Source: an optimization exercise on an open RTL-to-GDS flow (aim: small area and a short achievable clock period). Production flows keep margins and buffers that such runs may drop. No functional check of the RTL was part of any run shown here.

## flow/design.v (module list and top-level ports; edited modules follow where they fit)
// module izhikevich_neuron: 947 lines
module izhikevich_neuron #(parameter DT = 16'h0100)
(
    input wire clk,
    input wire rst,
    input wire [15:0] I,
    output reg spike
);
  // ...
==> flow/flow/run.sh <==
#!/bin/bash
# Layout flow for the hand-mapped datapath.
#  1. the standard synthesis of the RTL (kept for its flip-flops: their
#     names, cell types and reset nets are reused unchanged);
#  2. flow/gen2.py, the same generator that wrote the RTL (same options, see
#     flow/gen_args), writes the same circuit mapped by hand onto sky130 cells:
#     full-adder trees and parallel-prefix adders as designed, instead of
#     Yosys/ABC's re-mapping of them;
#  3. flow/polar.py re-chooses the polarity of the full-adder cells (and picks
#     between a gate and its complement) to drop
#     redundant inverters;
#  4. the standard ORFS flow from floorplan on, with every port buffered by a
#     buf_1 cell and the make settings in flow/make_args (the timing repair's
#     setup-slack target).
# Each tool's output goes to a log file of its own in this folder.
set -euo pipefail
W=$(pwd)
R=$W/orfs/results/${FLOW_PLATFORM}/izhikevich_neuron/base
bash standard.sh synth > $W/log_synth.txt 2>&1
cp $R/1_2_yosys.v $W/netlist_standard.v
python3 $W/flow/gen2.py $(cat $W/flow/gen_args) --net $W/netlist_hand.v --std $W/netlist_standard.v > $W/log_gen2.txt 2>&1
python3 $W/flow/polar.py --gates $W/netlist_hand.v $W/netlist_polar.v > $W/log_polar.txt 2>&1
cp $W/netlist_polar.v $R/1_2_yosys.v
touch $R/1_2_yosys.v
export BUFFER_PORTS_ARGS="-buffer_cell sky130_fd_sc_hd__buf_1"
# extra make settings for the layout steps (flow/make_args, may be empty)
bash standard.sh $(cat $W/flow/make_args 2>/dev/null) finish > $W/log_finish.txt 2>&1
==> flow/flow/gen_args <==
--redq dadda --split 1 --ka bk --kb bk --opol 1
==> flow/flow/make_args <==
SETUP_SLACK_MARGIN=5
==> flow/standard.sh <==
#!/bin/bash
# synth_recipe.tcl (not shown) runs the flow's synth.tcl, then flattens the netlist and writes it again
# the make line also repeats each setting of config.mk as NAME=value (left out here)
make -C /OpenROAD-flow-scripts/flow DESIGN_CONFIG=/design/flow/config.mk WORK_HOME=/design/flow/orfs CLKGATE_MAP_FILE= SYNTH_SCRIPT=/design/flow/synth_recipe.tcl "${@:-finish}"
==> flow/config.mk <==
export PLATFORM = sky130hd
export DESIGN_NAME = izhikevich_neuron
export DESIGN_NICKNAME = izhikevich_neuron
export VERILOG_FILES = /design/flow/design.v
export SDC_FILE = /design/flow/constraint.sdc
export NUM_CORES = 4
export LEC_CHECK = 0
export CAP_MARGIN = 20
export CORE_MARGIN = 2
export CORE_UTILIZATION = 40
export CTS_BUF_LIST = sky130_fd_sc_hd__clkbuf_8
export CTS_CLUSTER_DIAMETER = 150
export CTS_CLUSTER_SIZE = 40
export PLACE_DENSITY = 0.6
export SLEW_MARGIN = 20
==> flow/constraint.sdc <==
create_clock -name core_clock -period 12.0 [get_ports {clk}]
set_input_delay 2.4000 -clock core_clock [delete_from_list [all_inputs] [get_ports {clk}]]
set_output_delay 2.4000 -clock core_clock [all_outputs]
set_load 0.01 [all_outputs]
Not shown: flow/flow/gen2.py, flow/flow/polar.py
==> impl_metrics.json, run 1 <==
{
  "outcome": "timing/DRC/antenna clean",
  "hpwl_mm": 12.5,
  "hold_depth": 2,
  "area_growth_pct": 9.85,
  "layout_common_cells": "nand2_1 (161), fa_1 (153), inv_1 (71)",
  "period_share_pct": 54.9,
  "start_util_pct": 41.1,
  "setup_ws_ps": 5410,
  "final.clkbuf_count": 6,
  "grt_setup_unrepaired": "false",
  "nNonClkBuffers": 27,
  "min_period_ps": 6590,
  "worstPathMaxFanout": 19,
  "clockNetworkAreaShare_pct": 1.15,
  "cpPeakStageDelay_ps": 770,
  "core-area_sq_um": 17400,
  "maxSlewHeadroom_pct": 46.7,
  "routabilityCongestion": 0.814,
  "sequential_cell_total": 33,
  "ios": 19,
  "clk_latency_ps": 300,
  "slowest_stage": "dfstp_4",
  "ff_latch_area_sq_um": 876,
  "seq_area_share_pct": 11.1,
  "fmaxAchievable_ghz": 0.152,
  "grt_max_degree": 35,
  "routed_via_density": 4.96,
  "grt_pass1_vias": 5436,
  "taps": 225,
  "met2_usage_pct": 32.2,
  "cts_root_buf": "clkbuf_8",
  "critical_path_required_ps": 12170
}
==> inputs of run 2 (changes only) <==
==> flow/design.v (replaced) <==
module izhikevich_neuron #(parameter DT = 16'h0100)
(
    input wire clk,
    input wire rst,
    input wire [15:0] I,
    output reg spike
);
    reg [15:0] v, u;
  wire w3 = v[12] & v[11];
  wire w6 = v[10] & v[9];
  wire w9 = w3 & w6;
  wire w10 = ~v[15];
  wire w13 = v[14] | v[13];
  wire w16 = w13 | w9;
  wire w19 = w10 & w16;
  wire w22 = v[0] & v[2];
  wire w25 = v[0] & v[3];
  wire w28 = v[0] & v[4];
  wire w31 = v[0] & v[5];
  wire w34 = v[0] & v[6];
  wire w37 = v[0] & v[7];
  wire w40 = v[0] & v[8];
  wire w43 = v[0] & v[9];
  wire w46 = v[0] & v[10];
  wire w49 = v[0] & v[11];
  wire w52 = v[0] & v[12];
  wire w55 = v[0] & v[13];
  wire w58 = v[0] & v[14];
  wire w59 = ~v[0];
  wire w62 = v[1] & w59;
  wire w65 = v[1] & v[0];
  wire w68 = v[1] & v[3];
  wire w71 = v[1] & v[4];
  wire w74 = v[1] & v[5];
  wire w77 = v[1] & v[6];
  wire w80 = v[1] & v[7];
  wire w83 = v[1] & v[8];
  wire w86 = v[1] & v[9];
  wire w89 = v[1] & v[10];
  wire w92 = v[1] & v[11];
  wire w95 = v[1] & v[12];
  wire w98 = v[1] & v[13];
  wire w101 = v[1] & v[14];
  wire w102 = ~v[1];
  wire w105 = v[2] & w102;
  wire w108 = v[2] & v[1];
  wire w111 = v[2] & v[4];
  wire w114 = v[2] & v[5];
  wire w117 = v[2] & v[6];
  wire w120 = v[2] & v[7];
  wire w123 = v[2] & v[8];
  wire w126 = v[2] & v[9];
  wire w129 = v[2] & v[10];
  wire w132 = v[2] & v[11];
  wire w135 = v[2] & v[12];
  wire w138 = v[2] & v[13];
  wire w141 = v[2] & v[14];
  wire w142 = ~v[2];
  wire w145 = v[3] & w142;
  wire w148 = v[3] & v[2];
  wire w151 = v[3] & v[5];
  wire w154 = v[3] & v[6];
  wire w157 = v[3] & v[7];
  wire w160 = v[3] & v[8];
  wire w163 = v[3] & v[9];
  wire w166 = v[3] & v[10];
  wire w169 = v[3] & v[11];
  wire w172 = v[3] & v[12];
  wire w175 = v[3] & v[13];
  wire w178 = v[3] & v[14];
  wire w179 = ~v[3];
  wire w182 = v[4] & w179;
  wire w185 = v[4] & v[3];
  wire w188 = v[4] & v[6];
  wire w191 = v[4] & v[7];
  wire w194 = v[4] & v[8];
  wire w197 = v[4] & v[9];
  wire w200 = v[4] & v[10];
  wire w203 = v[4] & v[11];
  wire w206 = v[4] & v[12];
  wire w209 = v[4] & v[13];
  wire w212 = v[4] & v[14];
  wire w213 = ~v[4];
  wire w216 = v[5] & w213;
  wire w219 = v[5] & v[4];
  wire w222 = v[5] & v[7];
  wire w225 = v[5] & v[8];
  wire w228 = v[5] & v[9];
  wire w231 = v[5] & v[10];
  wire w234 = v[5] & v[11];
  wire w237 = v[5] & v[12];
  wire w240 = v[5] & v[13];
  wire w243 = v[5] & v[14];
  wire w244 = ~v[5];
  wire w247 = v[6] & w244;
  wire w250 = v[6] & v[5];
  wire w253 = v[6] & v[8];
  wire w256 = v[6] & v[9];
  wire w259 = v[6] & v[10];
  wire w262 = v[6] & v[11];
  wire w265 = v[6] & v[12];
  wire w268 = v[6] & v[13];
  wire w271 = v[6] & v[14];
  wire w272 = ~v[6];
  wire w275 = v[7] & w272;
  wire w278 = v[7] & v[6];
  wire w281 = v[7] & v[9];
  wire w284 = v[7] & v[10];
  wire w287 = v[7] & v[11];
  wire w290 = v[7] & v[12];
  wire w293 = v[7] & v[13];
  wire w296 = v[7] & v[14];
  wire w297 = ~v[7];
  wire w300 = v[8] & w297;
  wire w303 = v[8] & v[7];
  wire w306 = v[8] & v[10];
  wire w309 = v[8] & v[11];
  wire w312 = v[8] & v[12];
  wire w315 = v[8] & v[13];
  wire w318 = v[8] & v[14];
  wire w319 = ~v[8];
  wire w322 = v[9] & w319;
  wire w325 = v[9] & v[8];
  wire w328 = v[9] & v[11];
  wire w331 = v[9] & v[12];
  wire w334 = v[9] & v[13];
  wire w335 = ~v[9];
  wire w338 = v[10] & w335;
  wire w341 = v[10] & v[9];
  wire w344 = v[10] & v[12];
  wire w345 = ~v[10];
  wire w348 = v[11] & w345;
  wire w351 = v[11] & v[10];
  wire w354 = v[15] & v[0];
  wire w355 = ~w354;
  wire w358 = v[15] & v[1];
  wire w359 = ~w358;
  wire w362 = v[15] & v[2];
  wire w363 = ~w362;
  wire w366 = v[15] & v[3];
  wire w367 = ~w366;
  wire w370 = v[15] & v[4];
  wire w371 = ~w370;
  wire w374 = v[15] & v[5];
  wire w375 = ~w374;
  wire w378 = v[15] & v[6];
  wire w379 = ~w378;
  wire w382 = v[15] & v[7];
  wire w383 = ~w382;
  wire w386 = w52 & w92;
  wire w389 = w52 ^ w92;
  wire fs393 = w55 ^ w95 ^ w132;
  wire fc394 = (w55 & w95) | (w55 & w132) | (w95 & w132);
  wire fs398 = w58 ^ w98 ^ w135;
  wire fc399 = (w58 & w98) | (w58 & w135) | (w98 & w135);
  wire w402 = w169 & w200;
  wire w405 = w169 ^ w200;
  wire w408 = w101 ^ w138;
  wire w409 = ~w408;
  wire w412 = w101 | w138;
  wire fs416 = w172 ^ w203 ^ w231;
  wire fc417 = (w172 & w203) | (w172 & w231) | (w203 & w231);
  wire w420 = w256 & w355;
  wire w423 = w256 ^ w355;
  wire fs427 = w141 ^ w175 ^ w206;
  wire fc428 = (w141 & w175) | (w141 & w206) | (w175 & w206);
  wire fs432 = w234 ^ w259 ^ w281;
  wire fc433 = (w234 & w259) | (w234 & w281) | (w259 & w281);
  wire w436 = w303 & w359;
  wire w439 = w303 ^ w359;
  wire fs443 = w178 ^ w209 ^ w237;
  wire fc444 = (w178 & w209) | (w178 & w237) | (w209 & w237);
  wire fs450 = w262 ^ w284 ^ w363;
  wire fc451 = (w262 & w284) | (w262 & w363) | (w284 & w363);
  wire fs455 = w212 ^ w240 ^ w265;
  wire fc456 = (w212 & w240) | (w212 & w265) | (w240 & w265);
  wire w459 = w287 & w306;
  wire w462 = w287 ^ w306;
  wire fs466 = w243 ^ w268 ^ w290;
  wire fc467 = (w243 & w268) | (w243 & w290) | (w268 & w290);
  wire w470 = w271 & w293;
  wire w473 = w271 ^ w293;
  wire w476 = w40 & w80;
  wire w479 = w40 ^ w80;
  wire fs483 = w43 ^ w83 ^ w120;
  wire fc484 = (w43 & w83) | (w43 & w120) | (w83 & w120);
  wire fs488 = w46 ^ w86 ^ w123;
  wire fc489 = (w46 & w86) | (w46 & w123) | (w86 & w123);
  wire w492 = w157 & w188;
  wire w495 = w157 ^ w188;
  wire fs499 = w49 ^ w89 ^ w126;
  wire fc500 = (w49 & w89) | (w49 & w126) | (w89 & w126);
  wire fs506 = w160 ^ w191 ^ w247;
  wire fc507 = (w160 & w191) | (w160 & w247) | (w191 & w247);
  wire fs511 = w129 ^ w163 ^ w194;
  wire fc512 = (w129 & w163) | (w129 & w194) | (w163 & w194);
  wire fs518 = w222 ^ w250 ^ w389;
  wire fc519 = (w222 & w250) | (w222 & w389) | (w250 & w389);
  wire fs523 = w166 ^ w197 ^ w225;
  wire fc524 = (w166 & w197) | (w166 & w225) | (w197 & w225);
  wire fs530 = w275 ^ w386 ^ fs393;
  wire fc531 = (w275 & w386) | (w275 & fs393) | (w386 & fs393);
  wire fs535 = w228 ^ w253 ^ w278;
  wire fc536 = (w228 & w253) | (w228 & w278) | (w253 & w278);
  wire fs542 = w405 ^ fc394 ^ fs398;
  wire fc543 = (w405 & fc394) | (w405 & fs398) | (fc394 & fs398);
  wire fs549 = w300 ^ w402 ^ w409;
  wire fc550 = (w300 & w402) | (w300 & w409) | (w402 & w409);
  wire fs556 = w423 ^ fc399 ^ fs416;
  wire fc557 = (w423 & fc399) | (w423 & fs416) | (fc399 & fs416);
  wire fs561 = w412 ^ w420 ^ w439;
  wire fc562 = (w412 & w420) | (w412 & w439) | (w420 & w439);
  wire fs566 = fc417 ^ fs427 ^ fs432;
  wire fc567 = (fc417 & fs427) | (fc417 & fs432) | (fs427 & fs432);
  wire fs573 = w322 ^ w436 ^ fc428;
  wire fc574 = (w322 & w436) | (w322 & fc428) | (w436 & fc428);
  wire fs578 = fc433 ^ fs443 ^ fs450;
  wire fc579 = (fc433 & fs443) | (fc433 & fs450) | (fs443 & fs450);
  wire fs585 = w325 ^ w367 ^ w462;
  wire fc586 = (w325 & w367) | (w325 & w462) | (w367 & w462);
  wire fs590 = fc444 ^ fc451 ^ fs455;
  wire fc591 = (fc444 & fc451) | (fc444 & fs455) | (fc451 & fs455);
  wire fs597 = w309 ^ w371 ^ w338;
  wire fc598 = (w309 & w371) | (w309 & w338) | (w371 & w338);
  wire fs604 = w459 ^ fc456 ^ fs466;
  wire fc605 = (w459 & fc456) | (w459 & fs466) | (fc456 & fs466);
  wire fs609 = w312 ^ w328 ^ w341;
  wire fc610 = (w312 & w328) | (w312 & w341) | (w328 & w341);
  wire fs616 = w375 ^ w473 ^ fc467;
  wire fc617 = (w375 & w473) | (w375 & fc467) | (w473 & fc467);
  wire fs621 = w296 ^ w315 ^ w331;
  wire fc622 = (w296 & w315) | (w296 & w331) | (w315 & w331);
  wire fs626 = w379 ^ w348 ^ w470;
  wire fc627 = (w379 & w348) | (w379 & w470) | (w348 & w470);
  wire fs631 = w318 ^ w334 ^ w344;
  wire fc632 = (w318 & w334) | (w318 & w344) | (w334 & w344);
  wire w635 = w351 & w383;
  wire w638 = w351 ^ w383;
  wire w641 = w34 & w74;
  wire w644 = w34 ^ w74;
  wire fs648 = w37 ^ w77 ^ w114;
  wire fc649 = (w37 & w77) | (w37 & w114) | (w77 & w114);
  wire fs653 = w117 ^ w151 ^ w185;
  wire fc654 = (w117 & w151) | (w117 & w185) | (w151 & w185);
  wire fs660 = w154 ^ w216 ^ w476;
  wire fc661 = (w154 & w216) | (w154 & w476) | (w216 & w476);
  wire fs667 = w219 ^ w495 ^ fc484;
  wire fc668 = (w219 & w495) | (w219 & fc484) | (w495 & fc484);
  wire fs674 = w492 ^ fc489 ^ fs499;
  wire fc675 = (w492 & fc489) | (w492 & fs499) | (fc489 & fs499);
  wire fs679 = fc500 ^ fc507 ^ fs511;
  wire fc680 = (fc500 & fc507) | (fc500 & fs511) | (fc507 & fs511);
  wire fs684 = fc512 ^ fs523 ^ fc519;
  wire fc685 = (fc512 & fs523) | (fc512 & fc519) | (fs523 & fc519);
  wire fs691 = fc524 ^ fs535 ^ fc531;
  wire fc692 = (fc524 & fs535) | (fc524 & fc531) | (fs535 & fc531);
  wire fs698 = fc536 ^ fs549 ^ fc543;
  wire fc699 = (fc536 & fs549) | (fc536 & fc543) | (fs549 & fc543);
  wire fs705 = fc550 ^ fs561 ^ fc557;
  wire fc706 = (fc550 & fs561) | (fc550 & fc557) | (fs561 & fc557);
  wire fs712 = fc562 ^ fs573 ^ fc567;
  wire fc713 = (fc562 & fs573) | (fc562 & fc567) | (fs573 & fc567);
  wire fs719 = fs585 ^ fc574 ^ fc579;
  wire fc720 = (fs585 & fc574) | (fs585 & fc579) | (fc574 & fc579);
  wire fs726 = fc586 ^ fs597 ^ fc591;
  wire fc727 = (fc586 & fs597) | (fc586 & fc591) | (fs597 & fc591);
  wire fs733 = fc598 ^ fs609 ^ fc605;
  wire fc734 = (fc598 & fs609) | (fc598 & fc605) | (fs609 & fc605);
  wire fs740 = fc610 ^ fs621 ^ fs626;
  wire fc741 = (fc610 & fs621) | (fc610 & fs626) | (fs621 & fs626);
  wire fs747 = w638 ^ fc622 ^ fc627;
  wire fc748 = (w638 & fc622) | (w638 & fc627) | (fc622 & fc627);
  wire w751 = w28 & w68;
  wire w754 = w28 ^ w68;
  wire fs760 = w31 ^ w71 ^ w145;
  wire fc761 = (w31 & w71) | (w31 & w145) | (w71 & w145);
  wire fs767 = w111 ^ w148 ^ w644;
  wire fc768 = (w111 & w148) | (w111 & w644) | (w148 & w644);
  wire fs774 = w182 ^ w641 ^ fs648;
  wire fc775 = (w182 & w641) | (w182 & fs648) | (w641 & fs648);
  wire fs781 = w479 ^ fc649 ^ fs653;
  wire fc782 = (w479 & fc649) | (w479 & fs653) | (fc649 & fs653);
  wire fs788 = fc654 ^ fs483 ^ fs660;
  wire fc789 = (fc654 & fs483) | (fc654 & fs660) | (fs483 & fs660);
  wire fs795 = fc661 ^ fs488 ^ fs667;
  wire fc796 = (fc661 & fs488) | (fc661 & fs667) | (fs488 & fs667);
  wire fs800 = fs506 ^ fc668 ^ fs674;
  wire fc801 = (fs506 & fc668) | (fs506 & fs674) | (fc668 & fs674);
  wire fs805 = fs518 ^ fc675 ^ fs679;
  wire fc806 = (fs518 & fc675) | (fs518 & fs679) | (fc675 & fs679);
  wire fs812 = fc680 ^ fs530 ^ fs684;
  wire fc813 = (fc680 & fs530) | (fc680 & fs684) | (fs530 & fs684);
  wire fs817 = fc685 ^ fs542 ^ fs691;
  wire fc818 = (fc685 & fs542) | (fc685 & fs691) | (fs542 & fs691);
  wire fs822 = fs556 ^ fc692 ^ fs698;
  wire fc823 = (fs556 & fc692) | (fs556 & fs698) | (fc692 & fs698);
  wire fs829 = fs566 ^ fc699 ^ fs705;
  wire fc830 = (fs566 & fc699) | (fs566 & fs705) | (fc699 & fs705);
  wire fs836 = fs578 ^ fc706 ^ fs712;
  wire fc837 = (fs578 & fc706) | (fs578 & fs712) | (fc706 & fs712);
  wire fs843 = fs590 ^ fc713 ^ fs719;
  wire fc844 = (fs590 & fc713) | (fs590 & fs719) | (fc713 & fs719);
  wire fs850 = fs604 ^ fc720 ^ fs726;
  wire fc851 = (fs604 & fc720) | (fs604 & fs726) | (fc720 & fs726);
  wire fs857 = fs616 ^ fc727 ^ fs733;
  wire fc858 = (fs616 & fc727) | (fs616 & fs733) | (fc727 & fs733);
  wire fs864 = fc617 ^ fs740 ^ fc734;
  wire fc865 = (fc617 & fs740) | (fc617 & fc734) | (fs740 & fc734);
  wire fs871 = fs631 ^ fc741 ^ fs747;
  wire fc872 = (fs631 & fc741) | (fs631 & fs747) | (fc741 & fs747);
  wire w875 = w22 & w65;
  wire w878 = w25 & w105;
  wire w881 = w754 & w108;
  wire w884 = w751 & fs760;
  wire w887 = fc761 & fs767;
  wire w890 = w22 ^ w65;
  wire w893 = w25 ^ w105;
  wire w896 = w754 ^ w108;
  wire w899 = w751 ^ fs760;
  wire w902 = fc761 ^ fs767;
  wire w905 = w890 & w62;
  wire w908 = (w896 & w878) | w881;
  wire w911 = w896 & w893;
  wire w914 = (w902 & w884) | w887;
  wire w917 = w902 & w899;
  wire w922 = (w899 & w908) | w884;
  wire w925 = w899 & w911;
  wire w928 = (w917 & w908) | w914;
  wire w931 = w917 & w911;
  wire w934 = (w893 & w875) | w878;
  wire w939 = (w911 & w875) | w908;
  wire w942 = (w925 & w875) | w922;
  wire w945 = (w931 & w875) | w928;
  wire w948 = fc768 & fs774;
  wire w951 = fc775 & fs781;
  wire w954 = fc782 & fs788;
  wire w957 = fc789 & fs795;
  wire w960 = fc796 & fs800;
  wire w963 = fc801 & fs805;
  wire w966 = fc806 & fs812;
  wire w969 = fc813 & fs817;
  wire w972 = fc818 & fs822;
  wire w975 = fc823 & fs829;
  wire w978 = fc830 & fs836;
  wire w981 = fc837 & fs843;
  wire w984 = fc844 & fs850;
  wire w987 = fc851 & fs857;
  wire w990 = fc858 & fs864;
  wire w993 = fc865 & fs871;
  wire w996 = fc768 ^ fs774;
  wire w999 = fc775 ^ fs781;
  wire w1002 = fc782 ^ fs788;
  wire w1005 = fc789 ^ fs795;
  wire w1008 = fc796 ^ fs800;
  wire w1011 = fc801 ^ fs805;
  wire w1014 = fc806 ^ fs812;
  wire w1017 = fc813 ^ fs817;
  wire w1020 = fc818 ^ fs822;
  wire w1023 = fc823 ^ fs829;
  wire w1026 = fc830 ^ fs836;
  wire w1029 = fc837 ^ fs843;
  wire w1032 = fc844 ^ fs850;
  wire w1035 = fc851 ^ fs857;
  wire w1038 = fc858 ^ fs864;
  wire w1041 = fc865 ^ fs871;
  wire w1046 = (w996 & w945) | w948;
  wire w1049 = (w1002 & w951) | w954;
  wire w1052 = w1002 & w999;
  wire w1055 = (w1008 & w957) | w960;
  wire w1058 = w1008 & w1005;
  wire w1061 = (w1014 & w963) | w966;
  wire w1064 = w1014 & w1011;
  wire w1067 = (w1020 & w969) | w972;
  wire w1070 = w1020 & w1017;
  wire w1073 = (w1026 & w975) | w978;
  wire w1076 = w1026 & w1023;
  wire w1081 = (w1032 & w981) | w984;
  wire w1084 = w1032 & w1029;
  wire w1089 = (w1038 & w987) | w990;
  wire w1092 = w1038 & w1035;
  wire w1097 = (w999 & w1046) | w951;
  wire w1100 = (w1052 & w1046) | w1049;
  wire w1105 = (w1011 & w1055) | w963;
  wire w1108 = w1011 & w1058;
  wire w1111 = (w1064 & w1055) | w1061;
  wire w1114 = w1064 & w1058;
  wire w1119 = (w1023 & w1067) | w975;
  wire w1122 = w1023 & w1070;
  wire w1125 = (w1076 & w1067) | w1073;
  wire w1128 = w1076 & w1070;
  wire w1131 = (w1035 & w1081) | w987;
  wire w1134 = w1035 & w1084;
  wire w1139 = (w1092 & w1081) | w1089;
  wire w1142 = w1092 & w1084;
  wire w1145 = (w1005 & w1100) | w957;
  wire w1150 = (w1058 & w1100) | w1055;
  wire w1153 = (w1108 & w1100) | w1105;
  wire w1156 = (w1114 & w1100) | w1111;
  wire w1159 = (w1029 & w1125) | w981;
  wire w1162 = w1029 & w1128;
  wire w1167 = (w1084 & w1125) | w1081;
  wire w1170 = w1084 & w1128;
  wire w1173 = (w1134 & w1125) | w1131;
  wire w1176 = w1134 & w1128;
  wire w1179 = (w1142 & w1125) | w1139;
  wire w1182 = w1142 & w1128;
  wire w1187 = (w1017 & w1156) | w969;
  wire w1190 = (w1070 & w1156) | w1067;
  wire w1193 = (w1122 & w1156) | w1119;
  wire w1196 = (w1128 & w1156) | w1125;
  wire w1199 = (w1162 & w1156) | w1159;
  wire w1202 = (w1170 & w1156) | w1167;
  wire w1205 = (w1176 & w1156) | w1173;
  wire w1208 = (w1182 & w1156) | w1179;
  wire w1211 = (w1041 & w1208) | w993;
  wire w1214 = w996 ^ w945;
  wire w1217 = w999 ^ w1046;
  wire w1220 = w1002 ^ w1097;
  wire w1223 = w1005 ^ w1100;
  wire w1226 = w1008 ^ w1145;
  wire w1229 = w1011 ^ w1150;
  wire w1232 = w1014 ^ w1153;
  wire w1235 = w1017 ^ w1156;
  wire w1238 = w1020 ^ w1187;
  wire w1241 = w1023 ^ w1190;
  wire w1244 = w1026 ^ w1193;
  wire w1247 = w1029 ^ w1196;
  wire w1250 = w1032 ^ w1199;
  wire w1253 = w1035 ^ w1202;
  wire w1256 = w1038 ^ w1205;
  wire w1259 = w1041 ^ w1208;
  wire w1260 = ~u[1];
  wire w1261 = ~u[2];
  wire w1262 = ~u[3];
  wire w1263 = ~u[4];
  wire w1264 = ~u[5];
  wire w1265 = ~u[6];
  wire w1266 = ~u[7];
  wire w1267 = ~u[8];
  wire w1268 = ~u[9];
  wire w1269 = ~u[10];
  wire w1270 = ~u[11];
  wire w1271 = ~u[12];
  wire w1272 = ~u[13];
  wire w1273 = ~u[14];
  wire w1274 = ~u[15];
  wire w1275 = ~u[0];
  wire w1278 = v[0] & w1260;
  wire w1281 = v[1] & w1261;
  wire w1284 = v[2] & w1262;
  wire w1287 = v[3] & w1263;
  wire w1290 = v[4] & w1264;
  wire w1293 = v[5] & w1265;
  wire w1296 = v[6] & w1266;
  wire w1299 = v[7] & w1267;
  wire w1302 = v[8] & w1268;
  wire w1305 = v[9] & w1269;
  wire w1308 = v[10] & w1270;
  wire w1311 = v[11] & w1271;
  wire w1314 = v[12] & w1272;
  wire w1317 = v[13] & w1273;
  wire w1320 = v[14] & w1274;
  wire w1323 = v[0] ^ w1260;
  wire w1326 = v[1] ^ w1261;
  wire w1329 = v[2] ^ w1262;
  wire w1332 = v[3] ^ w1263;
  wire w1335 = v[4] ^ w1264;
  wire w1338 = v[5] ^ w1265;
  wire w1341 = v[6] ^ w1266;
  wire w1344 = v[7] ^ w1267;
  wire w1347 = v[8] ^ w1268;
  wire w1350 = v[9] ^ w1269;
  wire w1353 = v[10] ^ w1270;
  wire w1356 = v[11] ^ w1271;
  wire w1359 = v[12] ^ w1272;
  wire w1362 = v[13] ^ w1273;
  wire w1365 = v[14] ^ w1274;
  wire w1370 = (w1323 & w1275) | w1278;
  wire w1373 = (w1329 & w1281) | w1284;
  wire w1376 = w1329 & w1326;
  wire w1379 = (w1335 & w1287) | w1290;
  wire w1382 = w1335 & w1332;
  wire w1385 = (w1341 & w1293) | w1296;
  wire w1388 = w1341 & w1338;
  wire w1391 = (w1347 & w1299) | w1302;
  wire w1394 = w1347 & w1344;
  wire w1397 = (w1353 & w1305) | w1308;
  wire w1400 = w1353 & w1350;
  wire w1403 = (w1359 & w1311) | w1314;
  wire w1406 = w1359 & w1356;
  wire w1409 = (w1365 & w1317) | w1320;
  wire w1412 = w1365 & w1362;
  wire w1415 = (w1376 & w1370) | w1373;
  wire w1418 = (w1388 & w1379) | w1385;
  wire w1421 = w1388 & w1382;
  wire w1424 = (w1400 & w1391) | w1397;
  wire w1427 = w1400 & w1394;
  wire w1430 = (w1412 & w1403) | w1409;
  wire w1433 = w1412 & w1406;
  wire w1436 = (w1421 & w1415) | w1418;
  wire w1439 = (w1433 & w1424) | w1430;
  wire w1442 = w1433 & w1427;
  wire w1445 = (w1442 & w1436) | w1439;
  wire w1450 = (w1427 & w1436) | w1424;
  wire w1455 = (w1382 & w1415) | w1379;
  wire w1458 = (w1394 & w1436) | w1391;
  wire w1461 = (w1406 & w1450) | w1403;
  wire w1466 = (w1326 & w1370) | w1281;
  wire w1469 = (w1332 & w1415) | w1287;
  wire w1472 = (w1338 & w1455) | w1293;
  wire w1475 = (w1344 & w1436) | w1299;
  wire w1478 = (w1350 & w1458) | w1305;
  wire w1483 = (w1356 & w1450) | w1311;
  wire w1486 = (w1362 & w1461) | w1317;
  wire w1489 = w1323 ^ w1275;
  wire w1492 = w1326 ^ w1370;
  wire w1495 = w1329 ^ w1466;
  wire w1498 = w1332 ^ w1415;
  wire w1501 = w1335 ^ w1469;
  wire w1504 = w1338 ^ w1455;
  wire w1507 = w1341 ^ w1472;
  wire w1510 = w1344 ^ w1436;
  wire w1513 = w1347 ^ w1475;
  wire w1516 = w1350 ^ w1458;
  wire w1519 = w1353 ^ w1478;
  wire w1522 = w1356 ^ w1450;
  wire w1525 = w1359 ^ w1483;
  wire w1528 = w1362 ^ w1461;
  wire w1531 = w1365 ^ w1486;
  wire w1532 = ~w1259;
  wire w1533 = ~w1259;
  wire w1534 = ~w1259;
  wire fs1538 = u[0] ^ w1214 ^ I[0];
  wire fc1539 = (u[0] & w1214) | (u[0] & I[0]) | (w1214 & I[0]);
  wire fs1543 = w1220 ^ w1229 ^ fs1538;
  wire fc1544 = (w1220 & w1229) | (w1220 & fs1538) | (w1229 & fs1538);
  wire fs1548 = w1489 ^ w1217 ^ I[1];
  wire fc1549 = (w1489 & w1217) | (w1489 & I[1]) | (w1217 & I[1]);
  wire fs1553 = w1223 ^ fc1539 ^ fs1548;
  wire fc1554 = (w1223 & fc1539) | (w1223 & fs1548) | (fc1539 & fs1548);
  wire fs1558 = w1232 ^ fc1544 ^ fs1553;
  wire fc1559 = (w1232 & fc1544) | (w1232 & fs1553) | (fc1544 & fs1553);
  wire fs1563 = v[0] ^ w1492 ^ I[2];
  wire fc1564 = (v[0] & w1492) | (v[0] & I[2]) | (w1492 & I[2]);
  wire fs1568 = w1220 ^ w1226 ^ fc1549;
  wire fc1569 = (w1220 & w1226) | (w1220 & fc1549) | (w1226 & fc1549);
  wire fs1573 = fs1563 ^ w1235 ^ fs1568;
  wire fc1574 = (fs1563 & w1235) | (fs1563 & fs1568) | (w1235 & fs1568);
  wire fs1578 = fc1554 ^ fs1573 ^ fc1559;
  wire fc1579 = (fc1554 & fs1573) | (fc1554 & fc1559) | (fs1573 & fc1559);
  wire fs1583 = v[1] ^ w1495 ^ I[3];
  wire fc1584 = (v[1] & w1495) | (v[1] & I[3]) | (w1495 & I[3]);
  wire fs1588 = w1223 ^ w1229 ^ fc1564;
  wire fc1589 = (w1223 & w1229) | (w1223 & fc1564) | (w1229 & fc1564);
  wire fs1593 = fs1583 ^ fc1569 ^ fs1588;
  wire fc1594 = (fs1583 & fc1569) | (fs1583 & fs1588) | (fc1569 & fs1588);
  wire fs1598 = w1238 ^ fc1574 ^ fs1593;
  wire fc1599 = (w1238 & fc1574) | (w1238 & fs1593) | (fc1574 & fs1593);
  wire fs1603 = v[2] ^ w1498 ^ I[4];
  wire fc1604 = (v[2] & w1498) | (v[2] & I[4]) | (w1498 & I[4]);
  wire fs1608 = w1226 ^ fc1584 ^ fs1603;
  wire fc1609 = (w1226 & fc1584) | (w1226 & fs1603) | (fc1584 & fs1603);
  wire fs1613 = w1232 ^ fc1589 ^ w1241;
  wire fc1614 = (w1232 & fc1589) | (w1232 & w1241) | (fc1589 & w1241);
  wire fs1618 = fs1608 ^ fc1594 ^ fs1613;
  wire fc1619 = (fs1608 & fc1594) | (fs1608 & fs1613) | (fc1594 & fs1613);
  wire fs1623 = v[3] ^ w1501 ^ I[5];
  wire fc1624 = (v[3] & w1501) | (v[3] & I[5]) | (w1501 & I[5]);
  wire fs1628 = w1229 ^ fc1604 ^ fs1623;
  wire fc1629 = (w1229 & fc1604) | (w1229 & fs1623) | (fc1604 & fs1623);
  wire fs1633 = w1235 ^ fc1609 ^ fs1628;
  wire fc1634 = (w1235 & fc1609) | (w1235 & fs1628) | (fc1609 & fs1628);
  wire fs1638 = w1244 ^ fc1614 ^ fs1633;
  wire fc1639 = (w1244 & fc1614) | (w1244 & fs1633) | (fc1614 & fs1633);
  wire fs1643 = v[4] ^ w1504 ^ I[6];
  wire fc1644 = (v[4] & w1504) | (v[4] & I[6]) | (w1504 & I[6]);
  wire fs1648 = fc1624 ^ fs1643 ^ w1232;
  wire fc1649 = (fc1624 & fs1643) | (fc1624 & w1232) | (fs1643 & w1232);
  wire fs1653 = fc1629 ^ w1238 ^ w1247;
  wire fc1654 = (fc1629 & w1238) | (fc1629 & w1247) | (w1238 & w1247);
  wire fs1658 = fs1648 ^ fc1634 ^ fs1653;
  wire fc1659 = (fs1648 & fc1634) | (fs1648 & fs1653) | (fc1634 & fs1653);
  wire fs1663 = v[5] ^ w1507 ^ I[7];
  wire fc1664 = (v[5] & w1507) | (v[5] & I[7]) | (w1507 & I[7]);
  wire fs1668 = fc1644 ^ fs1663 ^ w1235;
  wire fc1669 = (fc1644 & fs1663) | (fc1644 & w1235) | (fs1663 & w1235);
  wire fs1673 = w1241 ^ fc1649 ^ w1250;
  wire fc1674 = (w1241 & fc1649) | (w1241 & w1250) | (fc1649 & w1250);
  wire fs1678 = fs1668 ^ fc1654 ^ fs1673;
  wire fc1679 = (fs1668 & fc1654) | (fs1668 & fs1673) | (fc1654 & fs1673);
  wire fs1683 = v[6] ^ w1510 ^ I[8];
  wire fc1684 = (v[6] & w1510) | (v[6] & I[8]) | (w1510 & I[8]);
  wire fs1688 = fc1664 ^ fs1683 ^ w1238;
  wire fc1689 = (fc1664 & fs1683) | (fc1664 & w1238) | (fs1683 & w1238);
  wire fs1693 = w1244 ^ fc1669 ^ w1253;
  wire fc1694 = (w1244 & fc1669) | (w1244 & w1253) | (fc1669 & w1253);
  wire fs1698 = fs1688 ^ fc1674 ^ fs1693;
  wire fc1699 = (fs1688 & fc1674) | (fs1688 & fs1693) | (fc1674 & fs1693);
  wire fs1703 = v[7] ^ w1513 ^ I[9];
  wire fc1704 = (v[7] & w1513) | (v[7] & I[9]) | (w1513 & I[9]);
  wire fs1708 = fc1684 ^ fs1703 ^ w1241;
  wire fc1709 = (fc1684 & fs1703) | (fc1684 & w1241) | (fs1703 & w1241);
  wire fs1713 = w1247 ^ w1256 ^ fc1689;
  wire fc1714 = (w1247 & w1256) | (w1247 & fc1689) | (w1256 & fc1689);
  wire fs1718 = fs1708 ^ fc1694 ^ fs1713;
  wire fc1719 = (fs1708 & fc1694) | (fs1708 & fs1713) | (fc1694 & fs1713);
  wire fs1723 = v[8] ^ w1516 ^ I[10];
  wire fc1724 = (v[8] & w1516) | (v[8] & I[10]) | (w1516 & I[10]);
  wire fs1728 = fc1704 ^ fs1723 ^ w1244;
  wire fc1729 = (fc1704 & fs1723) | (fc1704 & w1244) | (fs1723 & w1244);
  wire fs1735 = w1250 ^ fc1709 ^ w1534;
  wire fc1736 = (w1250 & fc1709) | (w1250 & w1534) | (fc1709 & w1534);
  wire fs1740 = fs1728 ^ fc1714 ^ fs1735;
  wire fc1741 = (fs1728 & fc1714) | (fs1728 & fs1735) | (fc1714 & fs1735);
  wire w1744 = v[9] ^ w1519;
  wire w1745 = ~w1744;
  wire w1748 = v[9] | w1519;
  wire fs1754 = w1745 ^ I[11] ^ fc1724;
  wire fc1755 = (w1745 & I[11]) | (w1745 & fc1724) | (I[11] & fc1724);
  wire fs1759 = fs1754 ^ w1247 ^ w1253;
  wire fc1760 = (fs1754 & w1247) | (fs1754 & w1253) | (w1247 & w1253);
  wire fs1764 = fc1729 ^ fs1759 ^ fc1736;
  wire fc1765 = (fc1729 & fs1759) | (fc1729 & fc1736) | (fs1759 & fc1736);
  wire fs1771 = v[10] ^ w1522 ^ w1748;
  wire fc1772 = (v[10] & w1522) | (v[10] & w1748) | (w1522 & w1748);
  wire fs1776 = fs1771 ^ I[12] ^ fc1755;
  wire fc1777 = (fs1771 & I[12]) | (fs1771 & fc1755) | (I[12] & fc1755);
  wire fs1781 = w1250 ^ fs1776 ^ w1256;
  wire fc1782 = (w1250 & fs1776) | (w1250 & w1256) | (fs1776 & w1256);
  wire fs1786 = fc1760 ^ fs1781 ^ fc1765;
  wire fc1787 = (fc1760 & fs1781) | (fc1760 & fc1765) | (fs1781 & fc1765);
  wire w1790 = v[11] ^ w1525;
  wire w1791 = ~w1790;
  wire w1794 = v[11] | w1525;
  wire fs1800 = w1791 ^ fc1772 ^ I[13];
  wire fc1801 = (w1791 & fc1772) | (w1791 & I[13]) | (fc1772 & I[13]);
  wire fs1805 = fs1800 ^ fc1777 ^ w1253;
  wire fc1806 = (fs1800 & fc1777) | (fs1800 & w1253) | (fc1777 & w1253);
  wire fs1810 = w1533 ^ fc1782 ^ fs1805;
  wire fc1811 = (w1533 & fc1782) | (w1533 & fs1805) | (fc1782 & fs1805);
  wire w1814 = v[12] ^ w1528;
  wire w1815 = ~w1814;
  wire w1818 = v[12] | w1528;
  wire fs1824 = w1794 ^ w1815 ^ I[14];
  wire fc1825 = (w1794 & w1815) | (w1794 & I[14]) | (w1815 & I[14]);
  wire fs1831 = fc1801 ^ fs1824 ^ w1256;
  wire fc1832 = (fc1801 & fs1824) | (fc1801 & w1256) | (fs1824 & w1256);
  wire fs1836 = fc1806 ^ fs1831 ^ fc1811;
  wire fc1837 = (fc1806 & fs1831) | (fc1806 & fc1811) | (fs1831 & fc1811);
  wire w1840 = v[13] ^ w1818;
  wire w1841 = ~w1840;
  wire w1844 = v[13] | w1818;
  wire fs1850 = w1531 ^ w1841 ^ I[15];
  wire fc1851 = (w1531 & w1841) | (w1531 & I[15]) | (w1841 & I[15]);
  wire fs1857 = fc1825 ^ fs1850 ^ w1532;
  wire fc1858 = (fc1825 & fs1850) | (fc1825 & w1532) | (fs1850 & w1532);
  wire fs1864 = fc1832 ^ fs1857 ^ fc1837;
  wire fc1865 = (fc1832 & fs1857) | (fc1832 & fc1837) | (fs1857 & fc1837);
  wire w1868 = w1214 & w1223;
  wire w1871 = w1217 & w1226;
  wire w1874 = w1214 ^ w1223;
  wire w1877 = w1217 ^ w1226;
  wire w1880 = w1217 & w1214;
  wire w1883 = w1874 & w1220;
  wire w1886 = w1220 & w1880;
  wire w1889 = w1883 & w1880;
  wire w1894 = (w1877 & w1868) | w1871;
  wire w1897 = w1877 & w1889;
  wire w1900 = fc1579 & fs1598;
  wire w1903 = fc1599 & fs1618;
  wire w1906 = fc1619 & fs1638;
  wire w1909 = fc1639 & fs1658;
  wire w1912 = fc1659 & fs1678;
  wire w1915 = fc1679 & fs1698;
  wire w1918 = fc1699 & fs1718;
  wire w1921 = fc1719 & fs1740;
  wire w1924 = fc1741 & fs1764;
  wire w1927 = fc1787 & fs1810;
  wire w1930 = fc1579 ^ fs1598;
  wire w1933 = fc1599 ^ fs1618;
  wire w1936 = fc1619 ^ fs1638;
  wire w1939 = fc1639 ^ fs1658;
  wire w1942 = fc1659 ^ fs1678;
  wire w1945 = fc1679 ^ fs1698;
  wire w1948 = fc1699 ^ fs1718;
  wire w1951 = fc1719 ^ fs1740;
  wire w1954 = fc1741 ^ fs1764;
  wire w1957 = fc1787 ^ fs1810;
  wire w1960 = fs1543 & w1894;
  wire w1963 = fs1578 & fs1558;
  wire w1968 = (w1933 & w1900) | w1903;
  wire w1971 = w1933 & w1930;
  wire w1976 = (w1939 & w1906) | w1909;
  wire w1979 = w1939 & w1936;
  wire w1984 = (w1945 & w1912) | w1915;
  wire w1987 = w1945 & w1942;
  wire w1992 = (w1951 & w1918) | w1921;
  wire w1995 = w1951 & w1948;
  wire w1998 = fs1786 & w1924;
  wire w2001 = fs1786 & w1954;
  wire w2004 = fs1836 & w1927;
  wire w2007 = fs1836 & w1957;
  wire w2010 = w1963 & w1960;
  wire w2015 = (w1979 & w1968) | w1976;
  wire w2018 = w1979 & w1971;
  wire w2023 = (w1995 & w1984) | w1992;
  wire w2026 = w1995 & w1987;
  wire w2031 = (w2007 & w1998) | w2004;
  wire w2034 = w2007 & w2001;
  wire w2037 = (w2018 & w2010) | w2015;
  wire w2042 = (w2034 & w2023) | w2031;
  wire w2045 = w2034 & w2026;
  wire w2048 = (w2045 & w2037) | w2042;
  wire w2053 = (w2026 & w2037) | w2023;
  wire w2058 = (w1971 & w2010) | w1968;
  wire w2061 = (w1987 & w2037) | w1984;
  wire w2066 = (w2001 & w2053) | w1998;
  wire w2069 = fs1558 & w1960;
  wire w2072 = (w1930 & w2010) | w1900;
  wire w2077 = (w1936 & w2058) | w1906;
  wire w2082 = (w1942 & w2037) | w1912;
  wire w2085 = (w1948 & w2061) | w1918;
  wire w2088 = (w1954 & w2053) | w1924;
  wire w2093 = (w1957 & w2066) | w1927;
  wire w2096 = fs1864 & w2048;
  wire w2099 = fs1543 ^ w1894;
  wire w2102 = fs1558 ^ w1960;
  wire w2105 = fs1578 ^ w2069;
  wire w2108 = w1930 ^ w2010;
  wire w2111 = w1933 ^ w2072;
  wire w2114 = w1936 ^ w2058;
  wire w2117 = w1939 ^ w2077;
  wire w2120 = w1942 ^ w2037;
  wire w2123 = w1945 ^ w2082;
  wire w2126 = w1948 ^ w2061;
  wire w2129 = w1951 ^ w2085;
  wire w2132 = w1954 ^ w2053;
  wire w2135 = fs1786 ^ w2088;
  wire w2138 = w1957 ^ w2066;
  wire w2141 = fs1836 ^ w2093;
  wire w2144 = fs1864 ^ w2048;
  wire w2145 = ~w19;
  wire w2148 = u[0] & w2145;
  wire w2151 = w1489 & w2145;
  wire w2154 = w1492 & w2145;
  wire w2157 = w1495 & w2145;
  wire w2160 = w1498 & w2145;
  wire w2163 = w1501 & w2145;
  wire w2166 = w1504 & w2145;
  wire w2169 = w1507 & w2145;
  wire w2172 = w1510 & w2145;
  wire w2175 = w1513 & w2145;
  wire w2178 = w1516 & w2145;
  wire w2181 = w1519 & w2145;
  wire w2184 = w1522 & w2145;
  wire w2187 = w1525 & w2145;
  wire w2190 = w1528 & w2145;
  wire w2193 = w1531 & w2145;
  wire w2194 = ~w2193;
  wire w2195 = ~w2193;
  wire w2196 = ~w2193;
  wire fs2200 = w2148 ^ w2154 ^ w2166;
  wire fc2201 = (w2148 & w2154) | (w2148 & w2166) | (w2154 & w2166);
  wire fs2205 = w2151 ^ w2157 ^ w2169;
  wire fc2206 = (w2151 & w2157) | (w2151 & w2169) | (w2157 & w2169);
  wire fs2210 = u[0] ^ w2154 ^ w2160;
  wire fc2211 = (u[0] & w2154) | (u[0] & w2160) | (w2154 & w2160);
  wire fs2215 = w2172 ^ fs2210 ^ fc2206;
  wire fc2216 = (w2172 & fs2210) | (w2172 & fc2206) | (fs2210 & fc2206);
  wire fs2220 = u[1] ^ w2157 ^ w2163;
  wire fc2221 = (u[1] & w2157) | (u[1] & w2163) | (w2157 & w2163);
  wire fs2225 = fc2211 ^ w2175 ^ fs2220;
  wire fc2226 = (fc2211 & w2175) | (fc2211 & fs2220) | (w2175 & fs2220);
  wire fs2230 = u[2] ^ w2160 ^ w2166;
  wire fc2231 = (u[2] & w2160) | (u[2] & w2166) | (w2160 & w2166);
  wire fs2235 = w2178 ^ fc2221 ^ fs2230;
  wire fc2236 = (w2178 & fc2221) | (w2178 & fs2230) | (fc2221 & fs2230);
  wire fs2240 = u[3] ^ w2163 ^ w2169;
  wire fc2241 = (u[3] & w2163) | (u[3] & w2169) | (w2163 & w2169);
  wire fs2245 = w2181 ^ fc2231 ^ fs2240;
  wire fc2246 = (w2181 & fc2231) | (w2181 & fs2240) | (fc2231 & fs2240);
  wire fs2250 = u[4] ^ w2172 ^ w2166;
  wire fc2251 = (u[4] & w2172) | (u[4] & w2166) | (w2172 & w2166);
  wire fs2255 = w2184 ^ fc2241 ^ fs2250;
  wire fc2256 = (w2184 & fc2241) | (w2184 & fs2250) | (fc2241 & fs2250);
  wire fs2260 = u[5] ^ w2169 ^ w2175;
  wire fc2261 = (u[5] & w2169) | (u[5] & w2175) | (w2169 & w2175);
  wire fs2265 = w2187 ^ fc2251 ^ fs2260;
  wire fc2266 = (w2187 & fc2251) | (w2187 & fs2260) | (fc2251 & fs2260);
  wire fs2270 = u[6] ^ w2172 ^ w2178;
  wire fc2271 = (u[6] & w2172) | (u[6] & w2178) | (w2172 & w2178);
  wire fs2275 = w2190 ^ fs2270 ^ fc2261;
  wire fc2276 = (w2190 & fs2270) | (w2190 & fc2261) | (fs2270 & fc2261);
  wire w2279 = u[7] ^ w2175;
  wire w2280 = ~w2279;
  wire w2283 = u[7] | w2175;
  wire fs2289 = w2181 ^ w2280 ^ fc2271;
  wire fc2290 = (w2181 & w2280) | (w2181 & fc2271) | (w2280 & fc2271);
  wire fs2296 = w2196 ^ fc2276 ^ fs2289;
  wire fc2297 = (w2196 & fc2276) | (w2196 & fs2289) | (fc2276 & fs2289);
  wire w2300 = u[8] ^ w2178;
  wire w2301 = ~w2300;
  wire w2304 = u[8] | w2178;
  wire fs2310 = w2184 ^ w2283 ^ w2301;
  wire fc2311 = (w2184 & w2283) | (w2184 & w2301) | (w2283 & w2301);
  wire fs2317 = fs2310 ^ fc2290 ^ fc2297;
  wire fc2318 = (fs2310 & fc2290) | (fs2310 & fc2297) | (fc2290 & fc2297);
  wire w2321 = u[9] ^ w2181;
  wire w2322 = ~w2321;
  wire w2325 = u[9] | w2181;
  wire fs2331 = w2304 ^ w2187 ^ w2322;
  wire fc2332 = (w2304 & w2187) | (w2304 & w2322) | (w2187 & w2322);
  wire fs2338 = fc2311 ^ fs2331 ^ fc2318;
  wire fc2339 = (fc2311 & fs2331) | (fc2311 & fc2318) | (fs2331 & fc2318);
  wire w2342 = u[10] ^ w2184;
  wire w2343 = ~w2342;
  wire w2346 = u[10] | w2184;
  wire fs2352 = w2190 ^ w2325 ^ w2343;
  wire fc2353 = (w2190 & w2325) | (w2190 & w2343) | (w2325 & w2343);
  wire w2356 = fc2332 & fs2352;
  wire w2359 = fc2332 ^ fs2352;
  wire fs2365 = u[11] ^ w19 ^ w2346;
  wire fc2366 = (u[11] & w19) | (u[11] & w2346) | (w19 & w2346);
  wire fs2370 = w2187 ^ w2195 ^ fs2365;
  wire fc2371 = (w2187 & w2195) | (w2187 & fs2365) | (w2195 & fs2365);
  wire fs2377 = fc2353 ^ w2356 ^ fs2370;
  wire fc2378 = (fc2353 & w2356) | (fc2353 & fs2370) | (w2356 & fs2370);
  wire w2381 = u[12] ^ w2190;
  wire w2382 = ~w2381;
  wire w2385 = u[12] | w2190;
  wire fs2391 = w2382 ^ fc2366 ^ fc2371;
  wire fc2392 = (w2382 & fc2366) | (w2382 & fc2371) | (fc2366 & fc2371);
  wire fs2398 = u[13] ^ w2194 ^ w2385;
  wire fc2399 = (u[13] & w2194) | (u[13] & w2385) | (w2194 & w2385);
  wire w2400 = ~u[14];
  wire w2403 = u[15] ^ u[14];
  wire w2404 = ~w2403;
  wire w2407 = u[15] | u[14];
  wire w2410 = w2148 & w2160;
  wire w2413 = w2151 & w2163;
  wire w2416 = fc2201 & fs2205;
  wire w2419 = w2148 ^ w2160;
  wire w2422 = w2151 ^ w2163;
  wire w2425 = fc2201 ^ fs2205;
  wire w2428 = w2151 & w2148;
  wire w2431 = w2157 & w2154;
  wire w2436 = (w2422 & w2410) | w2413;
  wire w2439 = w2422 & w2419;
  wire w2442 = w2425 & fs2200;
  wire w2445 = w2154 & w2428;
  wire w2448 = w2431 & w2428;
  wire w2451 = fs2200 & w2436;
  wire w2454 = fs2200 & w2439;
  wire w2459 = (w2442 & w2436) | w2416;
  wire w2462 = w2442 & w2439;
  wire w2465 = w2419 & w2448;
  wire w2468 = w2439 & w2448;
  wire w2471 = w2454 & w2448;
  wire w2474 = w2462 & w2448;
  wire w2477 = fc2216 & fs2225;
  wire w2480 = fc2226 & fs2235;
  wire w2483 = fc2236 & fs2245;
  wire w2486 = fc2246 & fs2255;
  wire w2489 = fc2256 & fs2265;
  wire w2492 = fc2266 & fs2275;
  wire w2495 = fc2339 & w2359;
  wire w2498 = fc2378 & fs2391;
  wire w2501 = fc2392 & fs2398;
  wire w2504 = fc2399 & w2400;
  wire w2507 = fc2216 ^ fs2225;
  wire w2510 = fc2226 ^ fs2235;
  wire w2513 = fc2236 ^ fs2245;
  wire w2516 = fc2246 ^ fs2255;
  wire w2519 = fc2256 ^ fs2265;
  wire w2522 = fc2266 ^ fs2275;
  wire w2525 = fc2339 ^ w2359;
  wire w2528 = fc2378 ^ fs2391;
  wire w2531 = fc2392 ^ fs2398;
  wire w2534 = fc2399 ^ w2400;
  wire w2537 = fs2215 & w2459;
  wire w2542 = (w2510 & w2477) | w2480;
  wire w2545 = w2510 & w2507;
  wire w2550 = (w2516 & w2483) | w2486;
  wire w2553 = w2516 & w2513;
  wire w2558 = (w2522 & w2489) | w2492;
  wire w2561 = w2522 & w2519;
  wire w2564 = fs2317 & fs2296;
  wire w2567 = w2525 & fs2338;
  wire w2570 = w2528 & fs2377;
  wire w2573 = (w2534 & w2501) | w2504;
  wire w2576 = w2534 & w2531;
  wire w2579 = (w2545 & w2537) | w2542;
  wire w2584 = (w2561 & w2550) | w2558;
  wire w2587 = w2561 & w2553;
  wire w2590 = w2567 & w2564;
  wire w2593 = (w2576 & w2498) | w2573;
  wire w2596 = w2576 & w2570;
  wire w2599 = (w2587 & w2579) | w2584;
  wire w2602 = (w2596 & w2495) | w2593;
  wire w2605 = w2596 & w2590;
  wire w2608 = (w2605 & w2599) | w2602;
  wire w2613 = (w2590 & w2599) | w2495;
  wire w2618 = (w2553 & w2579) | w2550;
  wire w2621 = w2564 & w2599;
  wire w2624 = (w2570 & w2613) | w2498;
  wire w2629 = (w2507 & w2537) | w2477;
  wire w2632 = (w2513 & w2579) | w2483;
  wire w2637 = (w2519 & w2618) | w2489;
  wire w2640 = fs2296 & w2599;
  wire w2643 = fs2338 & w2621;
  wire w2646 = fs2377 & w2613;
  wire w2649 = (w2531 & w2624) | w2501;
  wire w2652 = w2404 & w2608;
  wire w2655 = fs2215 ^ w2459;
  wire w2658 = w2507 ^ w2537;
  wire w2661 = w2510 ^ w2629;
  wire w2664 = w2513 ^ w2579;
  wire w2667 = w2516 ^ w2632;
  wire w2670 = w2519 ^ w2618;
  wire w2673 = w2522 ^ w2637;
  wire w2676 = fs2296 ^ w2599;
  wire w2679 = fs2317 ^ w2640;
  wire w2682 = fs2338 ^ w2621;
  wire w2685 = w2525 ^ w2643;
  wire w2688 = fs2377 ^ w2613;
  wire w2691 = w2528 ^ w2646;
  wire w2694 = w2531 ^ w2624;
  wire w2697 = w2534 ^ w2649;
  wire w2700 = w2404 ^ w2608;
  wire w2703 = ~w19 & w2099;
  wire w2706 = ~w19 & w2102;
  wire w2709 = ~w19 & w2105;
  wire w2712 = ~w19 & w2108;
  wire w2715 = ~w19 & w2111;
  wire w2718 = ~w19 & w2114;
  wire w2721 = ~w19 & w2117;
  wire w2724 = ~w19 & w2120;
  wire w2727 = w19 | w2123;
  wire w2730 = w19 | w2126;
  wire w2733 = w19 | w2129;
  wire w2736 = w19 | w2132;
  wire w2739 = w19 | w2135;
  wire w2742 = w19 | w2138;
  wire w2745 = ~w19 & w2141;
  wire w2748 = w19 | w2144;
    wire [15:0] v_next = {w2748, w2745, w2742, w2739, w2736, w2733, w2730, w2727, w2724, w2721, w2718, w2715, w2712, w2709, w2706, w2703};
    wire [15:0] u_next = {w2700, w2697, w2694, w2691, w2688, w2685, w2682, w2679, w2676, w2673, w2670, w2667, w2664, w2661, w2658, w2655};
    always @(posedge clk or posedge rst) begin
        if (rst) begin
            v <= 16'hBF00;
            u <= 16'h0000;
            spike <= 1'b0;
        end else begin
            v <= v_next;
            u <= u_next;
            spike <= w19;
        end
    end
endmodule
==> flow/flow/gen_args (replaced) <==
--redq dadda --split 1 --ka sk --kb bk
==> run 2 against run 1 <==
Compared with the run above: routed wire length decreased by 3.6%; critical path depth increased by 3; largest cell class unchanged; fmax decreased by 0.55%; via count decreased by 0.99%; worst setup slack got worse by 37 ps; synthesized cell count increased by 0.39%; design area increased by 1.5%; clock skew increased by 1.6 ps; core utilization decreased by 0.39 points; register-to-register slack got worse by 40 ps.
==> impl_metrics.json, run 2 <==
{
  "worstHoldPathType": "flip-flop to flip-flop",
  "crit_family": "adder cells",
  "maxSlewViolCount": 0,
  "core-area_sq_um": 17800,
  "num_rows": 49,
  "skew_ps": 13.7,
  "cp-end-kind": "flip-flop",
  "min_period_ps": 6620,
  "area_growth_pct": 10.1,
  "reg2reg_from": "v[12]",
  "dp.cells": 1029,
  "syn_inst": 780,
  "dieHeight_um": 139,
  "met2_usage_pct": 29.7,
  "period_share_pct": 55.2,
  "drive_above_1_share_pct": 7.22,
  "grt_pass1_vias": 5308,
  "antenna_found_initial": 0,
  "routabilityCongestion": 0.849,
  "hold_viol": 0,
  "cts_buffers": 5,
  "htreeDepth": 2,
  "path_depth": 24,
  "cts.sinks": 33,
  "outcome": "timing/DRC/antenna clean",
  "fin_cells": 1046,
  "antenna_cells": 0,
  "clkTransAtPathRegs_ps": 80,
  "grt_pass1_wl_mm": 26.3,
  "wl_per_cell_um": 14.7,
  "worstPathMaxFanout": 16,
  "maxSlewHeadroom_pct": 50.4,
  "path_cells": "nand2_1 -> fa_1 -> fa_1 -> inv_1 -> fa_1 -> inv_1 -> fa_1 -> xor2_2 -> nand2_1 -> nor2_2 -> nand2_1 -> o21ai_1 -> xor2_2 -> fa_1 -> fa_1 -> fa_1 -> xor2_1 -> nand2_1 -> nor2_1 -> inv_1 -> o21ai_1 -> o21bai_1 -> xor2_1 -> or2_1",
  "tightest_slew_ps": 739,
  "antenna_left": 0,
  "drtPass1Iterations": 5,
  "crit_path_end": "v[15]",
  "fillers": 1710,
  "cts_tree": "yes",
  "grt_max_degree": 35,
  "mostFrequentLayoutCell": "nand2_1",
  "syn-mean-instance-area_sq_um": 9.29,
  "grt_use_met3_pct": 1.83,
  "path_common_cell": "fa_1",
  "clk_latency_ps": 300,
  "nets": 987,
  "largestRegisters": "u (16), v (16), spike (1)",
  "numPortBuffers": 18,
  "worstPathArrival_ps": 6860,
  "grt.busiest_layer": "met2",
  "cpPeakStageDelay_ps": 730,
  "critical_path_required_ps": 12240,
  "syn_area_sq_um": 7240,
  "rr_worst_depth": 24,
  "holdWs_ps": 651,
  "crit_path_start": "v[12]",
  "use_met1_pct": 23.3,
  "start_util_pct": 40.6,
  "synth_nets": 951,
  "overflow": 0,
  "drc": 0,
  "hpwl_mm": 12.7,
  "yosys_warnings": 1,
  "r2r-end": "v[15]",
  "max_cap_viol_count": 0,
  "grtUsageTotal_pct": 16.9,
  "die_w_um": 139,
  "start_kind": "flip-flop",
  "wl_mm": 15.3,
  "routed_via_density": 4.87,
  "setup_viol": 0,
  "grt_setup_unrepaired": "false",
  "reg2reg_slack_ps": 5380,
  "fmaxAchievable_ghz": 0.151,
  "cts_root_buf": "clkbuf_8",
  "clk_path_buf_depth": 2,
  "dieArea_sq_um": 19200,
  "ios": 19,
  "via_count": 5090,
  "slowest_stage": "dfstp_4",
  "drt_iter0_markers": 238,
  "path_class": "flip-flop to flip-flop",
  "layout_common_cells": "nand2_1 (164), fa_1 (153), xnor2_1 (73)",
  "fin_setup_tns_ps": 0,
  "crit_buf_inv": 3
}
## run 2: how the worst min path moves through the flow
stage               cells past startpoint  slack (ps)  start     to
CTS                                     2         650  u[15]  u[15]
global route                            2         670  u[15]  u[15]
global placement                        2         610  u[15]  u[15]
finish                                  2         650  u[15]  u[15]
detailed placement                      2         640  u[15]  u[15]
floorplan                               2         590  u[15]  u[15]
## run 2: final cells by class
class / count / area, sq um / share of cell area, %
Sequential cell: 33 / 868 / 10.9
Clock buffer: 5 / 68.8 / 0.862
Multi-Input combinational cell: 687 / 6360 / 79.7
Inverter: 60 / 225 / 2.82
Clock inverter: 3 / 17.5 / 0.220
Timing Repair Buffer: 29 / 150 / 1.88
Tap cell: 229 / 287 / 3.59
## run 2: timing repair
action,CTS,global route
endpoints found under the hold margin,0,0
endpoints found under the setup margin,8,9
hold buffers,0,0
setup buffers,0,9
gates resized for setup,13,29
pin swaps,0,1
## run 2: through the flow
| stage | instance area [sq um] | worst slack [ps] | utilization [%] |
|---|---|---|---|
| after global placement | 7620 | 4650 | 42.7 |
| after floorplan | 7240 | 5640 | - |
| after CTS | 7740 | 4970 | 43.4 |
| after detailed placement | 7620 | 4560 | 42.7 |
| final | 7980 | 5380 | 44.7 |
| after global routing | 7980 | 4960 | 44.7 |
## run 2: worst register-to-register path, cell delays in order (launching register included)
cell	delay [ps]
dfstp_4	730
nand2_1	110
fa_1	510
fa_1	380
inv_1	80
fa_1	400
inv_1	70
fa_1	460
xor2_2	280
nand2_1	150
nor2_2	230
nand2_1	80
o21ai_1	210
xor2_2	310
fa_1	500
fa_1	410
fa_1	400
xor2_1	290
nand2_1	120
nor2_1	160
inv_1	50
o21ai_1	110
o21bai_1	170
xor2_1	110
or2_1	220
## run 2: per-layer routing
layer  routed length [um]  part of all wire, %
met5                    0                    0
met4                  123                 0.80
met3                  417                  2.7
met2                 7980                   52
met1                 6820                   44

==> static timing again, ports no longer ideal <==
The results above use ideal ports. As a check the final layouts listed here were re-extracted and re-timed, cells and wires unchanged. Step 1 assumes that a clkbuf_16 drives the clock port and a buf_2 every other input. Step 2, shift: input delay + t, output delay - t, t = (earliest + latest rising clock arrival at the registers) / 2. This alone moves slack from input paths to output paths. a / b / c = ideal ports / drivers / drivers and shift; a / b = the first two.
run | t (ns) | setup slack, ns | worst data-port slew with drivers (ns) | pins driven straight from the clock port
run 1 | 0.328 | 5.413 / 5.413 / 5.413 | 0.04 | 1
run 2 | 0.332 | 5.376 / 5.376 / 5.376 | 0.04 | 1
After both steps setup and hold are still met in every run listed.
